Context: an optimization exercise on an open-source flow, tuned for small area. The choices shown serve that exercise and are no tape-out recipe.
The RTL was checked by simulation tests, not by an equivalence proof against the original design.
No driver is modelled on the clock port, so clocking that relies on it looks cheaper here than on a real chip.

JK:
==> module lcd_data, before the edit <==
module lcd_data #(
    parameter [2:0]  PH_P  = 3'd0,
    parameter [19:0] S_P   = 20'd0,
    parameter [18:2] ACC_P = 17'd0
) (
    input  wire        clk,
    input  wire        rst_n,
    input  wire [3:0]  xhi,
    input  wire        x0,
    input  wire        x1,
    input  wire [9:0]  y,
    input  wire        de,
    output wire [4:0]  r,
    output wire [5:0]  g,
    output wire [4:0]  b
);
    localparam [19:0] S_LAST  = 20'b10001111111110000001;
    localparam [19:0] S_JUMP  = 20'b00100000000100000010;
    localparam [19:0] S_JUMP0 = 20'b00000000000000000010;
    reg  [2:0]  ph_q;
    reg  [19:0] s_q;
    wire [2:0]  ph = ph_q ^ PH_P;
    wire [19:0] s  = s_q ^ S_P;
    wire s_last = (s == S_LAST);
    wire s_fb   = ~(s[19] ^ s[16]);
    wire [3:0] ph_c;
    wire [2:0] ph_inc;
    assign ph_c[0] = s_last;
    genvar i;
    generate
        for (i = 0; i < 3; i = i + 1) begin : g_ph
            assign ph_inc[i] = ph[i] ^ ph_c[i];
            assign ph_c[i+1] = ph[i] & ph_c[i];
        end
    endgenerate
    always @(posedge clk or negedge rst_n) begin
        if (!rst_n) begin
            ph_q <= 3'd7 ^ PH_P;                                 
            s_q  <= S_LAST ^ S_P;
        end else begin
            ph_q <= ph_inc ^ PH_P;
            s_q  <= S_P ^ {s[18:0], s_fb} ^ (s_last ? ((ph == 3'd7) ? S_JUMP0 : S_JUMP) : 20'd0);
        end
    end
    wire [1:0]  plo = {(x1 & y[0]) ^ (x0 & y[1]), x0 & y[0]};
    wire        c2  = (plo[1] & y[1]) | (((plo[1] ^ y[1])) & plo[0] & y[0]);
    reg  [18:2] acc_q;
    wire [18:2] acc_r = acc_q ^ ACC_P;
    wire [18:0] acc = {acc_r, plo};
    wire [19:2] acc_c;
    wire [18:2] acc_sum;
    assign acc_c[2] = c2;
    generate
        for (i = 2; i < 9; i = i + 1) begin : g_acc_fa
            assign acc_sum[i]  = acc[i] ^ y[i] ^ acc_c[i];
            assign acc_c[i+1]  = (acc[i] & y[i]) | (acc_c[i] & (acc[i] ^ y[i]));
        end
        for (i = 9; i < 19; i = i + 1) begin : g_acc_ha
            assign acc_sum[i]  = acc[i] ^ acc_c[i];
            assign acc_c[i+1]  = acc[i] & acc_c[i];
        end
    endgenerate
    always @(posedge clk)
        acc_q <= ACC_P ^ (acc_sum & {17{~xhi[3]}});
    wire [6:0] yy = y[8:2];
    wire hr = (yy < 7'd15) | ((yy >= 7'd45) & (yy < 7'd60)) | ((yy >= 7'd75) & (yy < 7'd105));
    wire hg = ((yy >= 7'd15) & (yy < 7'd30)) | ((yy >= 7'd45) & (yy < 7'd60)) |
              ((yy >= 7'd75) & (yy < 7'd90)) | (yy >= 7'd105);
    wire hb = ((yy >= 7'd30) & (yy < 7'd60)) | (yy >= 7'd90);
    wire ph0 = (ph == 3'd0);
    wire ph1 = (ph == 3'd1);
    wire ph2 = (ph == 3'd2);
    wire ph3 = (ph == 3'd3);
    wire ph4 = (ph == 3'd4);
    wire ph5 = (ph == 3'd5);
    wire ph6 = (ph == 3'd6);
    wire ph7 = (ph == 3'd7);
    wire cr = ph7 | (ph3 & ~(xhi[2] ^ xhi[1] ^ xhi[0])) | (ph4 & ~xhi[2] & hr);
    wire cg = ph0 | ph6 | (ph3 & xhi[0]) | (ph4 & (xhi[2] | hg));
    wire cb = ph0 | ph5 | (ph3 & xhi[1]) | (ph4 & (xhi[2] | hb));
    lcd_out lcd_out_inst (
        .mul  (de & ph1),
        .gray (de & ph2),
        .cr   (de & cr),
        .cg   (de & cg),
        .cb   (de & cb),
        .acc  (acc),
        .y    (y[5:0]),
        .r    (r),
        .g    (g),
        .b    (b)
    );
endmodule
==> module rgblcd_top, before the edit <==
module rgblcd_top (
        input           clk,
        input           rst_n,
        output [4:0]    LCD_R,
        output [5:0]    LCD_G,
        output [4:0]    LCD_B,
        output          lcd_de,
        output          lcd_hsync,
        output          lcd_vsync,
        output          lcd_bl
    );
    wire [3:0] xhi;
    wire [6:0] xlo;
    wire [9:0] y;
    localparam [16:0] R_START = 17'b01100000010000100;
    localparam [16:0] R_RISE  = 17'b10011000011001110;   
    localparam [16:0] R_END   = 17'b10110000001001010;   
    localparam [16:0] R_JUMP  = 17'b00000000000010001;
    reg         bl;
    reg  [16:0] rs;
    wire r_end  = (rs == R_END);
    wire r_rise = (rs == R_RISE);
    wire r_fb   = ~(rs[16] ^ rs[13]);
    always @(posedge clk or negedge rst_n) begin
        if (!rst_n) begin
            bl <= 1'b0;
            rs <= R_START;
        end else begin
            bl <= (r_rise & ~xlo[0]) | (bl & ~(r_end & xlo[0]));
            rs <= {rs[15:0], r_fb} ^ (r_end ? R_JUMP : 17'd0);
        end
    end
    assign lcd_bl = bl;
    lcd_ctrl #(
        .XHI_P (4'd10),
        .XLO_P (7'd10),
        .Y_P   (10'd493)
    ) lcd_ctrl_inst (
        .clk   (clk),
        .rst_n (rst_n),
        .xhi   (xhi),
        .xlo   (xlo),
        .y     (y),
        .de    (lcd_de),
        .hs    (lcd_hsync),
        .vs    (lcd_vsync)
    );
    lcd_data #(
        .PH_P  (3'd7),
        .S_P   (20'b10001111111110000001),
        .ACC_P (17'd0)
    ) lcd_data_inst (
        .clk   (clk),
        .rst_n (rst_n),
        .xhi   (xhi),
        .x0    (xlo[0]),
        .x1    (xlo[1]),
        .y     (y),
        .de    (lcd_de),
        .r     (LCD_R),
        .g     (LCD_G),
        .b     (LCD_B)
    );
endmodule
==> flow/config.mk <==
export PLATFORM = sky130hd
export DESIGN_NAME = rgblcd_top
export DESIGN_NICKNAME = rgblcd_top
export VERILOG_FILES = /design/flow/design.v
export SDC_FILE = /design/flow/constraint.sdc
export NUM_CORES = 4
export LEC_CHECK = 0
export ABC_AREA = 1
export CAP_MARGIN = 20
export CORE_MARGIN = 2
export CORE_UTILIZATION = 40
export SLEW_MARGIN = 20
==> flow/constraint.sdc <==
create_clock -name core_clock -period 10.0 [get_ports {clk}]
set_input_delay 2.0000 -clock core_clock [delete_from_list [all_inputs] [get_ports {clk}]]
set_output_delay 2.0000 -clock core_clock [all_outputs]
set_load 0.01 [all_outputs]
standard.sh (not shown) runs the stock make flow with config.mk's settings and CLKGATE_MAP_FILE= SYNTH_SCRIPT=/design/flow/synth_recipe.tcl, a recipe that flattens the netlist after the stock synthesis.
==> flow/flow/run.sh <==
#!/bin/bash
# Standard ORFS layout, with three changes to how cells are chosen:
#  - synthesis maps logic without the full/half-adder extraction, with
#    several area-oriented ABC recipes (abc_recipe_*.script here), keeping
#    the smallest result (abc_best.tcl);
#  - input and output ports are buffered with buf_1;
#  - clock tree synthesis uses no dummy loads, and afterwards each clock
#    buffer is made as small as the clock pins' slew allows (cts_down.tcl).
set -euo pipefail
W=$PWD
rm -rf "$W/scripts_mod"
cp -r "$FLOW_HOME/scripts" "$W/scripts_mod"
sed -i 's|^\( *\)log_cmd abc {\*}\$abc_args$|\1source $::env(FLOW_WORK)/flow/abc_best.tcl|' "$W/scripts_mod/synth.tcl"
grep -q 'abc_best.tcl' "$W/scripts_mod/synth.tcl"
export SCRIPTS_DIR="$W/scripts_mod"
export FLOW_WORK="$W"
export ADDER_MAP_FILE=
export BUFFER_PORTS_ARGS="-buffer_cell sky130_fd_sc_hd__buf_1"
export CTS_ARGS="-sink_clustering_enable -repair_clock_nets -dont_use_dummy_load -buf_list {sky130_fd_sc_hd__clkbuf_8}"
export POST_CTS_TCL="$W/flow/cts_down.tcl"
bash standard.sh > "$W/standard.log" 2>&1
Other scripts of this flow, unchanged in this note and not shown: flow/flow/abc_best.tcl, flow/flow/abc_recipe_1.script, flow/flow/abc_recipe_3.script, flow/flow/abc_recipe_4.script, flow/flow/cts_down.tcl
Edits applied to the flow inputs when going from JK to PW:
==> flow/design.v, changed modules only <==
module lcd_data #(
    parameter [2:0]  PH_P  = 3'd0,
    parameter [19:0] S_P   = 20'd0,
    parameter [18:1] ACC_P = 18'd0
) (
    input  wire        clk,
    input  wire        rst_n,
    input  wire [3:0]  xhi,
    input  wire        x0,
    input  wire [9:0]  y,
    input  wire        de,
    output wire [4:0]  r,
    output wire [5:0]  g,
    output wire [4:0]  b
);
    localparam [19:0] S_LAST  = 20'b10001111111110000001;
    localparam [19:0] S_JUMP  = 20'b00100000000100000010;
    localparam [19:0] S_JUMP0 = 20'b00000000000000000010;
    reg  [2:0]  ph_q;
    reg  [19:0] s_q;
    wire [2:0]  ph = ph_q ^ PH_P;
    wire [19:0] s  = s_q ^ S_P;
    wire s_last = (s == S_LAST);
    wire s_fb   = ~(s[19] ^ s[16]);
    wire [3:0] ph_c;
    wire [2:0] ph_inc;
    assign ph_c[0] = s_last;
    genvar i;
    generate
        for (i = 0; i < 3; i = i + 1) begin : g_ph
            assign ph_inc[i] = ph[i] ^ ph_c[i];
            assign ph_c[i+1] = ph[i] & ph_c[i];
        end
    endgenerate
    always @(posedge clk or negedge rst_n) begin
        if (!rst_n) begin
            ph_q <= 3'd7 ^ PH_P;                                 
            s_q  <= S_LAST ^ S_P;
        end else begin
            ph_q <= ph_inc ^ PH_P;
            s_q  <= S_P ^ {s[18:0], s_fb} ^ (s_last ? ((ph == 3'd7) ? S_JUMP0 : S_JUMP) : 20'd0);
        end
    end
    wire        p0 = x0 & y[0];
    reg  [18:1] acc_q;
    wire [18:1] acc_r = acc_q ^ ACC_P;
    wire [18:0] acc = {acc_r, p0};
    wire [19:1] acc_c;
    wire [18:1] acc_sum;
    assign acc_c[1] = p0;
    generate
        for (i = 1; i < 9; i = i + 1) begin : g_acc_fa
            assign acc_sum[i]  = acc[i] ^ y[i] ^ acc_c[i];
            assign acc_c[i+1]  = (acc[i] & y[i]) | (acc_c[i] & (acc[i] ^ y[i]));
        end
        for (i = 9; i < 19; i = i + 1) begin : g_acc_ha
            assign acc_sum[i]  = acc[i] ^ acc_c[i];
            assign acc_c[i+1]  = acc[i] & acc_c[i];
        end
    endgenerate
    always @(posedge clk)
        acc_q <= ACC_P ^ (acc_sum & {18{~xhi[3]}});
    wire [6:0] yy = y[8:2];
    wire hr = (yy < 7'd15) | ((yy >= 7'd45) & (yy < 7'd60)) | ((yy >= 7'd75) & (yy < 7'd105));
    wire hg = ((yy >= 7'd15) & (yy < 7'd30)) | ((yy >= 7'd45) & (yy < 7'd60)) |
              ((yy >= 7'd75) & (yy < 7'd90)) | (yy >= 7'd105);
    wire hb = ((yy >= 7'd30) & (yy < 7'd60)) | (yy >= 7'd90);
    wire ph0 = (ph == 3'd0);
    wire ph1 = (ph == 3'd1);
    wire ph2 = (ph == 3'd2);
    wire ph3 = (ph == 3'd3);
    wire ph4 = (ph == 3'd4);
    wire ph5 = (ph == 3'd5);
    wire ph6 = (ph == 3'd6);
    wire ph7 = (ph == 3'd7);
    wire cr = ph7 | (ph3 & ~(xhi[2] ^ xhi[1] ^ xhi[0])) | (ph4 & ~xhi[2] & hr);
    wire cg = ph0 | ph6 | (ph3 & xhi[0]) | (ph4 & (xhi[2] | hg));
    wire cb = ph0 | ph5 | (ph3 & xhi[1]) | (ph4 & (xhi[2] | hb));
    lcd_out lcd_out_inst (
        .mul  (de & ph1),
        .gray (de & ph2),
        .cr   (de & cr),
        .cg   (de & cg),
        .cb   (de & cb),
        .acc  (acc),
        .y    (y[5:0]),
        .r    (r),
        .g    (g),
        .b    (b)
    );
endmodule
module rgblcd_top (
        input           clk,
        input           rst_n,
        output [4:0]    LCD_R,
        output [5:0]    LCD_G,
        output [4:0]    LCD_B,
        output          lcd_de,
        output          lcd_hsync,
        output          lcd_vsync,
        output          lcd_bl
    );
    wire [3:0] xhi;
    wire [6:0] xlo;
    wire [9:0] y;
    localparam [16:0] R_START = 17'b01100000010000100;
    localparam [16:0] R_RISE  = 17'b10011000011001110;   
    localparam [16:0] R_END   = 17'b10110000001001010;   
    localparam [16:0] R_JUMP  = 17'b00000000000010001;
    reg         bl;
    reg  [16:0] rs;
    wire r_end  = (rs == R_END);
    wire r_rise = (rs == R_RISE);
    wire r_fb   = ~(rs[16] ^ rs[13]);
    always @(posedge clk or negedge rst_n) begin
        if (!rst_n) begin
            bl <= 1'b0;
            rs <= R_START;
        end else begin
            bl <= (r_rise & ~xlo[0]) | (bl & ~(r_end & xlo[0]));
            rs <= {rs[15:0], r_fb} ^ (r_end ? R_JUMP : 17'd0);
        end
    end
    assign lcd_bl = bl;
    lcd_ctrl #(
        .XHI_P (4'd10),
        .XLO_P (7'd10),
        .Y_P   (10'd493)
    ) lcd_ctrl_inst (
        .clk   (clk),
        .rst_n (rst_n),
        .xhi   (xhi),
        .xlo   (xlo),
        .y     (y),
        .de    (lcd_de),
        .hs    (lcd_hsync),
        .vs    (lcd_vsync)
    );
    lcd_data #(
        .PH_P  (3'd7),
        .S_P   (20'b10001111111110000001),
        .ACC_P (18'd0)
    ) lcd_data_inst (
        .clk   (clk),
        .rst_n (rst_n),
        .xhi   (xhi),
        .x0    (xlo[0]),
        .y     (y),
        .de    (lcd_de),
        .r     (LCD_R),
        .g     (LCD_G),
        .b     (LCD_B)
    );
endmodule
--- outcome ---
The area of the mapped netlist number comes out higher for PW vs JK.
Worst-case reg-to-reg path depth (PW vs. JK) increases by a little under 10%
Count of clock-buffer cells in the layout delta (JK -> PW): insignificant
Taking JK as the reference, in PW met1 usage rose by 1.5 points; number of synthesized flops with an enable pin has remained practically unchanged; fmax went up by about 11%.
For number of inverters outside the clock class in the layout, dividing the value from JK by the value from PW gives 1.13.
Clock sink count was lower in the run labelled JK.
Number of flip-flops and latches went up slightly going from JK to PW.

static timing again, ports no longer ideal:
The flow's constraints put no driver on any port. The routed layouts listed below were extracted and timed again, unchanged, in two steps.
Step 1, drivers: a clkbuf_16 drives clk and a buf_2 each remaining input, both assumed.
Step 2, shift: input delay + t, output delay - t, t = (earliest + latest rising clock arrival at the registers) / 2. This alone moves slack from input paths to output paths.
a / b / c = ideal ports / drivers / drivers and shift; a / b = the first two.
| run | t (ns) | slack for setup (ns) | slew at the worst register clock pin (ns) | worst data-port slew with drivers (ns) | pins driven straight from the clock port |
|---|---|---|---|---|---|
| JK | 0.422 | 4.320 / 4.293 / 4.716 | 0.10 / 0.10 | 0.03 | 1 |
| PW | 0.414 | 4.882 / 4.856 / 5.270 | 0.10 / 0.10 | 0.03 | 1 |
After both steps setup and hold are still met in every run listed.
